Context: an optimization exercise on an open-source flow, tuned for small area, a short achievable clock period and few clock cycles per item. The choices shown serve that exercise and are no tape-out recipe. Function was checked by simulation only, so behaviour that the tests miss may differ from the original. Power and IR drop assume default switching activity.

==> inputs of v13 <==
// pow_5_seq
module pow_5_seq
(
    input         clock,
    input         reset_n,
    input         run,
    input  [17:0] n,
    output        ready,
    output [17:0] n_pow_5
);
export LEC_CHECK = 0
export ABC_CLOCK_PERIOD_IN_PS = 1200
export CAP_MARGIN = 20
export CORE_MARGIN = 2
export CORE_UTILIZATION = 40
export SETUP_SLACK_MARGIN = 1.7
export SLEW_MARGIN = 20
create_clock -name core_clock -period 5.8 [get_ports {clock}]
run.sh (not shown) runs the stock make flow with config.mk's settings and CLKGATE_MAP_FILE= SYNTH_SCRIPT=/design/flow/synth_recipe.tcl, a recipe that flattens the netlist after the stock synthesis.
==> inputs of v33, as changes to v13 <==
--- a/flow/design.v
+++ b/flow/design.v
@@ -308,38 +308,41 @@
     reg r_w142;
     reg r_w144;
     reg r_w143;
     reg r_w158;
     reg r_w145;
     reg r_w160;
     reg r_w162;
+    reg r_w185;
+    reg r_w163;
     reg r_w186;
     reg r_w187;
-    reg r_w188;
     reg r_w118;
+    reg r_w108;
+    reg r_w110;
     reg r_w199;
-    reg r_w211;
     reg r_w223;
     reg r_w224;
     reg r_w221;
-    reg r_w238;
+    reg r_w222;
     reg r_w219;
     reg r_w246;
+    reg r_w210;
+    reg r_w259;
     reg r_n_0;
     reg r_w1;
     reg r_w2;
     reg r_w3;
     reg r_w4;
     reg r_w5;
     reg r_w205;
     reg r_w275;
     reg r_w276;
     reg r_w277;
     reg r_w278;
-    reg r_w279;
     reg [16:0] lut_a5;
     always @(*)
         case ({n[5], n[4], n[3], n[2], n[1], n[0]})
             6'd0: lut_a5 = 17'b00000000000000000;
             6'd1: lut_a5 = 17'b00000000000000000;
             6'd2: lut_a5 = 17'b00000000000010000;
             6'd3: lut_a5 = 17'b00000000001111001;
@@ -759,17 +762,17 @@
     assign w181 = w177 ^ w151;
     assign w182 = w153 ^ w155;
     assign w183 = w157 ^ w178;
     assign w184 = w179 ^ w180;
     assign w185 = w181 ^ w182;
     assign w186 = w183 ^ w184;
     assign w187 = w159 ^ w161;
-    assign w188 = w185 ^ w163;
+    assign w188 = r_w185 ^ r_w163;
     assign w189 = r_w186 ^ r_w187;
-    assign w190 = r_w188 ^ w189;
+    assign w190 = w188 ^ w189;
     assign w191 = w165 ^ w190;
     assign w192 = w167 ^ w191;
     assign w193 = w6 & w32;
     assign w194 = w7 & w33;
     assign w195 = w8 & w90;
     assign w196 = w9 & w92;
     assign w197 = w94 & w96;
@@ -782,66 +785,66 @@
     assign w204 = w169 & w192;
     assign w205 = w6 ^ w32;
     assign w206 = w7 ^ w33;
     assign w207 = w8 ^ w90;
     assign w208 = w9 ^ w92;
     assign w209 = w94 ^ w96;
     assign w210 = w100 ^ w102;
-    assign w211 = w108 ^ w110;
+    assign w211 = r_w108 ^ r_w110;
     assign w212 = r_w118 ^ w120;
     assign w213 = w121 ^ w132;
     assign w214 = w146 ^ w148;
     assign w215 = w166 ^ w168;
     assign w216 = w169 ^ w192;
     assign w217 = w3 & w2;
     assign w218 = w5 & w4;
     assign w219 = w194 | (w206 & w193);
     assign w220 = w206 & w205;
     assign w221 = w196 | (w208 & w195);
     assign w222 = w208 & w207;
     assign w223 = w198 | (w210 & w197);
     assign w224 = w210 & w209;
     assign w225 = w200 | (w212 & r_w199);
-    assign w226 = w212 & r_w211;
+    assign w226 = w212 & w211;
     assign w227 = w202 | (w214 & w201);
     assign w228 = w214 & w213;
     assign w229 = w204 | (w216 & w203);
     assign w230 = w216 & w215;
     assign w231 = w2 & w1;
     assign w232 = w217 & w1;
     assign w233 = w205 & w218;
     assign w234 = w220 & w218;
     assign w235 = w197 | (w209 & w221);
     assign w236 = w209 & w222;
     assign w237 = r_w223 | (r_w224 & r_w221);
-    assign w238 = w224 & w222;
+    assign w238 = r_w224 & r_w222;
     assign w239 = w201 | (w213 & w225);
     assign w240 = w213 & w226;
     assign w241 = w227 | (w228 & w225);
     assign w242 = w228 & w226;
     assign w243 = w4 & w232;
     assign w244 = w218 & w232;
     assign w245 = w233 & w232;
     assign w246 = w234 & w232;
-    assign w247 = r_w199 | (r_w211 & w237);
-    assign w248 = r_w211 & r_w238;
+    assign w247 = r_w199 | (w211 & w237);
+    assign w248 = w211 & w238;
     assign w249 = w225 | (w226 & w237);
-    assign w250 = w226 & r_w238;
+    assign w250 = w226 & w238;
     assign w251 = w239 | (w240 & w237);
-    assign w252 = w240 & r_w238;
+    assign w252 = w240 & w238;
     assign w253 = w241 | (w242 & w237);
-    assign w254 = w242 & r_w238;
+    assign w254 = w242 & w238;
     assign w255 = w195 | (w207 & w219);
     assign w256 = w207 & w246;
     assign w257 = w221 | (w222 & w219);
     assign w258 = w222 & w246;
     assign w259 = w235 | (w236 & w219);
     assign w260 = w236 & w246;
-    assign w261 = w237 | (r_w238 & r_w219);
-    assign w262 = r_w238 & r_w246;
+    assign w261 = w237 | (w238 & r_w219);
+    assign w262 = w238 & r_w246;
     assign w263 = w247 | (w248 & r_w219);
     assign w264 = w248 & r_w246;
     assign w265 = w249 | (w250 & r_w219);
     assign w266 = w250 & r_w246;
     assign w267 = w251 | (w252 & r_w219);
     assign w268 = w252 & r_w246;
     assign w269 = w253 | (w254 & r_w219);
@@ -850,16 +853,16 @@
     assign w272 = w215 & w270;
     assign w273 = w229 | (w230 & w269);
     assign w274 = w230 & w270;
     assign w275 = w206 ^ w193;
     assign w276 = w207 ^ w219;
     assign w277 = w208 ^ w255;
     assign w278 = w209 ^ w257;
-    assign w279 = w210 ^ w259;
-    assign w280 = r_w211 ^ w261;
+    assign w279 = r_w210 ^ r_w259;
+    assign w280 = w211 ^ w261;
     assign w281 = w212 ^ w263;
     assign w282 = w213 ^ w265;
     assign w283 = w214 ^ w267;
     assign w284 = w215 ^ w269;
     assign w285 = w216 ^ w271;
     always @(posedge clock) begin
         r_w116 <= w116;
@@ -873,34 +876,37 @@
         r_w142 <= w142;
         r_w144 <= w144;
         r_w143 <= w143;
         r_w158 <= w158;
         r_w145 <= w145;
         r_w160 <= w160;
         r_w162 <= w162;
+        r_w185 <= w185;
+        r_w163 <= w163;
         r_w186 <= w186;
         r_w187 <= w187;
-        r_w188 <= w188;
         r_w118 <= w118;
+        r_w108 <= w108;
+        r_w110 <= w110;
         r_w199 <= w199;
-        r_w211 <= w211;
         r_w223 <= w223;
         r_w224 <= w224;
         r_w221 <= w221;
-        r_w238 <= w238;
+        r_w222 <= w222;
         r_w219 <= w219;
         r_w246 <= w246;
+        r_w210 <= w210;
+        r_w259 <= w259;
         r_n_0 <= n[0];
         r_w1 <= w1;
         r_w2 <= w2;
         r_w3 <= w3;
         r_w4 <= w4;
         r_w5 <= w5;
         r_w205 <= w205;
         r_w275 <= w275;
         r_w276 <= w276;
         r_w277 <= w277;
         r_w278 <= w278;
-        r_w279 <= w279;
     end
-    assign n_pow_5 = {w285, w284, w283, w282, w281, w280, r_w279, r_w278, r_w277, r_w276, r_w275, r_w205, r_w5, r_w4, r_w3, r_w2, r_w1, r_n_0};
+    assign n_pow_5 = {w285, w284, w283, w282, w281, w280, w279, r_w278, r_w277, r_w276, r_w275, r_w205, r_w5, r_w4, r_w3, r_w2, r_w1, r_n_0};
 endmodule
==> flow/flow/run.sh (new file) <==
#!/bin/bash
set -euo pipefail
W=$PWD
PLAT=${FLOW_PLATFORM:-sky130hd}
RES=$W/orfs/results/$PLAT/pow_5_seq/base
REF=$W/ref/results/$PLAT/pow_5_seq/base

# reference: the unchanged standard synthesis, in its own work folder
sed 's#WORK_HOME=\([^ ]*\)/orfs #WORK_HOME=\1/ref #' standard.sh > ref_standard.sh
bash ref_standard.sh "$REF/1_2_yosys.v" > ref_synth.log 2>&1

# our synthesis
bash standard.sh "SYNTH_ARGS=-noabc" "$RES/1_2_yosys.v" > synth_noabc.log 2>&1
if ! python3 flow/match_regs.py "$REF/1_2_yosys.v" "$RES/1_2_yosys.v" > match_regs.log 2>&1; then
  echo "flip-flops do not pair; using the standard synthesis netlist" >> match_regs.log
  cp "$REF/1_2_yosys.v" "$RES/1_2_yosys.v"
  cp "$REF/1_2_yosys.sdc" "$RES/1_2_yosys.sdc"
fi

bash standard.sh "SYNTH_ARGS=-noabc" "BUFFER_PORTS_ARGS=-buffer_cell sky130_fd_sc_hd__buf_1" \
  "CTS_ARGS=-sink_clustering_enable -repair_clock_nets -dont_use_dummy_load -root_buf sky130_fd_sc_hd__clkbuf_4 -buf_list sky130_fd_sc_hd__clkbuf_4" \
  finish > standard_flow.log 2>&1
==> flow/flow/match_regs.py (new file) <==
#!/usr/bin/env python3
"""Give each flip-flop of our netlist the instance name the standard synthesis gave the
flip-flop that drives the same net, so the registers pair by name with the standard
synthesis. Exits non-zero (and changes nothing) unless every flip-flop pairs one to one
with the same cell type."""
import re, sys

FF = re.compile(r'^(\s*)(sky130_fd_sc_hd__(?:df|edf|sdf|dl)\w*)\s+(\\\S+\s|\S+)\s*\((.*?)\);', re.S | re.M)

def flops(txt):
    out = []
    for m in FF.finditer(txt):
        q = re.search(r'\.Q\(\s*(\\\S+\s|[^)\s]+)\s*\)', m.group(4))
        out.append((m.group(2), m.group(3).strip(), q.group(1).strip() if q else None, m))
    return out

ref_txt = open(sys.argv[1]).read()
our_txt = open(sys.argv[2]).read()
ref = flops(ref_txt)
our = flops(our_txt)
by_q = {}
for typ, name, q, _ in ref:
    if q is None or q in by_q:
        sys.exit('reference flip-flop without a unique Q net: %s' % name)
    by_q[q] = (typ, name)
if len(ref) != len(our):
    sys.exit('flip-flop count differs: %d vs %d' % (len(ref), len(our)))
used = set()
edits = []
for typ, name, q, m in our:
    if q not in by_q:
        sys.exit('no reference flip-flop drives %s' % q)
    rtyp, rname = by_q[q]
    if rtyp != typ or rname in used:
        sys.exit('flip-flop on %s does not pair: %s %s vs %s %s' % (q, typ, name, rtyp, rname))
    used.add(rname)
    if rname != name:
        edits.append((m.start(3), m.end(3), rname + (' ' if rname.startswith('\\') else '')))
        print('rename %s -> %s' % (name, rname))
for s, e, new in sorted(edits, reverse=True):
    our_txt = our_txt[:s] + new + ' ' + our_txt[e:].lstrip() if False else our_txt[:s] + new + our_txt[e:]
open(sys.argv[2], 'w').write(our_txt)
print('paired %d flip-flops, renamed %d' % (len(our), len(edits)))
==> flow/standard.sh (new file) <==
#!/bin/bash
# synth_recipe.tcl (not shown) runs the flow's synth.tcl, then flattens the netlist and writes it again
# the make line also repeats each setting of config.mk as NAME=value (left out here)
make -C /OpenROAD-flow-scripts/flow DESIGN_CONFIG=/design/flow/config.mk WORK_HOME=/design/flow/orfs CLKGATE_MAP_FILE= SYNTH_SCRIPT=/design/flow/synth_recipe.tcl "${@:-finish}"
ABC_CLOCK_PERIOD_IN_PS = default   (was 1200)
removed: flow/run.sh
==> qor summary <==
                                                                v33         v13
Number of clock buffer instances in the layout                    5           6
Inverter count of the layout excluding clock inverters            9          43
Sequential-cell power consumption                          0.395 mW    0.369 mW
Final cell count without fillers                                614         681
Number of iterations in the first detailed-routing pass           7           5
Core box area                                            0.0101 mm2  0.0108 mm2
DIE WIDTH                                                    105 um      109 um
Flip-flop and latch count after synthesis                        42          39
Stages on worst setup path                                       11          12
Result of the run                  no timing/DRC/antenna violations  no timing/DRC/antenna violations
Via count of the first global-routing pass                     3330        3667
Unique cell type count in the Yosys netlist                      61          68
Cells resized by post-CTS repair                                  4          26
Met2 WL post-DR                                             4920 um     5680 um
Post-synth top area share                                     20.0%       17.1%
Final total power                                           1.26 mW     1.50 mW
Most instantiated library cell after synthesis              a21oi_1     nand2_1
Testbench counts of v13, summed over its fixed seeds: cycles 24,000, items 24,000.
Testbench counts of v33, summed over its fixed seeds: cycles 24,000, items 24,000.


==> run P: inputs <==
RTL: one of the versions met above, not the one the previous note started from.
Settings: LEC_CHECK=0, CAP_MARGIN=20, CORE_MARGIN=2, CORE_UTILIZATION=40, SETUP_SLACK_MARGIN=1.6, SLEW_MARGIN=20; clock period 5.8 ns.
Stock flow here: none of the scripts above is used.
==> run H (differences from run P) <==
==> flow/flow/run.sh (new file) <==
#!/bin/bash
set -euo pipefail
W=$PWD
PLAT=${FLOW_PLATFORM:-sky130hd}
RES=$W/orfs/results/$PLAT/pow_5_seq/base
REF=$W/ref/results/$PLAT/pow_5_seq/base

# reference: the unchanged standard synthesis, in its own work folder
sed 's#WORK_HOME=\([^ ]*\)/orfs #WORK_HOME=\1/ref #' standard.sh > ref_standard.sh
bash ref_standard.sh "$REF/1_2_yosys.v" > ref_synth.log 2>&1

# our synthesis
bash standard.sh "SYNTH_ARGS=-noabc" "$RES/1_2_yosys.v" > synth_noabc.log 2>&1
if ! python3 flow/match_regs.py "$REF/1_2_yosys.v" "$RES/1_2_yosys.v" > match_regs.log 2>&1; then
  echo "flip-flops do not pair; using the standard synthesis netlist" >> match_regs.log
  cp "$REF/1_2_yosys.v" "$RES/1_2_yosys.v"
  cp "$REF/1_2_yosys.sdc" "$RES/1_2_yosys.sdc"
fi

bash standard.sh "SYNTH_ARGS=-noabc" "BUFFER_PORTS_ARGS=-buffer_cell sky130_fd_sc_hd__buf_1" \
  "CTS_ARGS=-sink_clustering_enable -repair_clock_nets -dont_use_dummy_load -root_buf sky130_fd_sc_hd__clkbuf_8 -buf_list sky130_fd_sc_hd__clkbuf_8" \
  finish > standard_flow.log 2>&1
==> flow/flow/match_regs.py (new file) <==
#!/usr/bin/env python3
"""Give each flip-flop of our netlist the instance name the standard synthesis gave the
flip-flop that drives the same net, so the registers pair by name with the standard
synthesis. Exits non-zero (and changes nothing) unless every flip-flop pairs one to one
with the same cell type."""
import re, sys

FF = re.compile(r'^(\s*)(sky130_fd_sc_hd__(?:df|edf|sdf|dl)\w*)\s+(\\\S+\s|\S+)\s*\((.*?)\);', re.S | re.M)

def flops(txt):
    out = []
    for m in FF.finditer(txt):
        q = re.search(r'\.Q\(\s*(\\\S+\s|[^)\s]+)\s*\)', m.group(4))
        out.append((m.group(2), m.group(3).strip(), q.group(1).strip() if q else None, m))
    return out

ref_txt = open(sys.argv[1]).read()
our_txt = open(sys.argv[2]).read()
ref = flops(ref_txt)
our = flops(our_txt)
by_q = {}
for typ, name, q, _ in ref:
    if q is None or q in by_q:
        sys.exit('reference flip-flop without a unique Q net: %s' % name)
    by_q[q] = (typ, name)
if len(ref) != len(our):
    sys.exit('flip-flop count differs: %d vs %d' % (len(ref), len(our)))
used = set()
edits = []
for typ, name, q, m in our:
    if q not in by_q:
        sys.exit('no reference flip-flop drives %s' % q)
    rtyp, rname = by_q[q]
    if rtyp != typ or rname in used:
        sys.exit('flip-flop on %s does not pair: %s %s vs %s %s' % (q, typ, name, rtyp, rname))
    used.add(rname)
    if rname != name:
        edits.append((m.start(3), m.end(3), rname + (' ' if rname.startswith('\\') else '')))
        print('rename %s -> %s' % (name, rname))
for s, e, new in sorted(edits, reverse=True):
    our_txt = our_txt[:s] + new + ' ' + our_txt[e:].lstrip() if False else our_txt[:s] + new + our_txt[e:]
open(sys.argv[2], 'w').write(our_txt)
print('paired %d flip-flops, renamed %d' % (len(our), len(edits)))
==> flow/standard.sh (new file) <==
#!/bin/bash
# synth_recipe.tcl (not shown) runs the flow's synth.tcl, then flattens the netlist and writes it again
# the make line also repeats each setting of config.mk as NAME=value (left out here)
make -C /OpenROAD-flow-scripts/flow DESIGN_CONFIG=/design/flow/config.mk WORK_HOME=/design/flow/orfs CLKGATE_MAP_FILE= SYNTH_SCRIPT=/design/flow/synth_recipe.tcl "${@:-finish}"
ABC_AREA = 1   (was unset)
SETUP_SLACK_MARGIN = 1.7   (was 1.6)
removed: flow/run.sh
==> comparison <==
Via count: run H is larger than run P (5.7%). Between run P and run H, the lower cell area is in run H (gap 13%, measured against run H). In flip-flop and latch count, run P and run H do not differ. Against run P, the sequential share of layout area of run H is higher by 2.2 points. Fmax: run H is larger than run P (2.1%). Between run H and run P, the lower total power is in run H (gap about 13%, measured against run P).
Testbench counts of run P, summed over its fixed seeds: cycles 24,000, items 24,000.
Testbench counts of run H, summed over its fixed seeds: cycles 24,000, items 24,000.

-- re-timing with driven ports --
The results above use ideal ports. As a check the final layouts listed here were re-extracted and re-timed, cells and wires unchanged.
Step 1 assumes that a clkbuf_16 drives the clock port and a buf_2 every other input.
Step 2, shift: input delay + t, output delay - t, t = (earliest + latest rising clock arrival at the registers) / 2. This alone moves slack from input paths to output paths.
Slacks: ideal ports / drivers / drivers and shift; pairs: ideal ports / drivers.
run | shift t [ns] | setup slack, ns | worst slew at a driven data input, ns
v13 | 0.316 | 1.798 / 1.809 / 1.494 | 0.04
v33 | 0.388 | 1.640 / 1.608 / 1.545 | 0.03
run P | 0.341 | 1.661 / 1.627 / 1.437 | 0.04
run H | 0.329 | 1.747 / 1.717 / 1.558 | 0.03
After both steps setup and hold are still met in every run listed. The setup slack of v13, which loses most, moves by +0.011 ns with the drivers and by -0.304 ns with both steps.
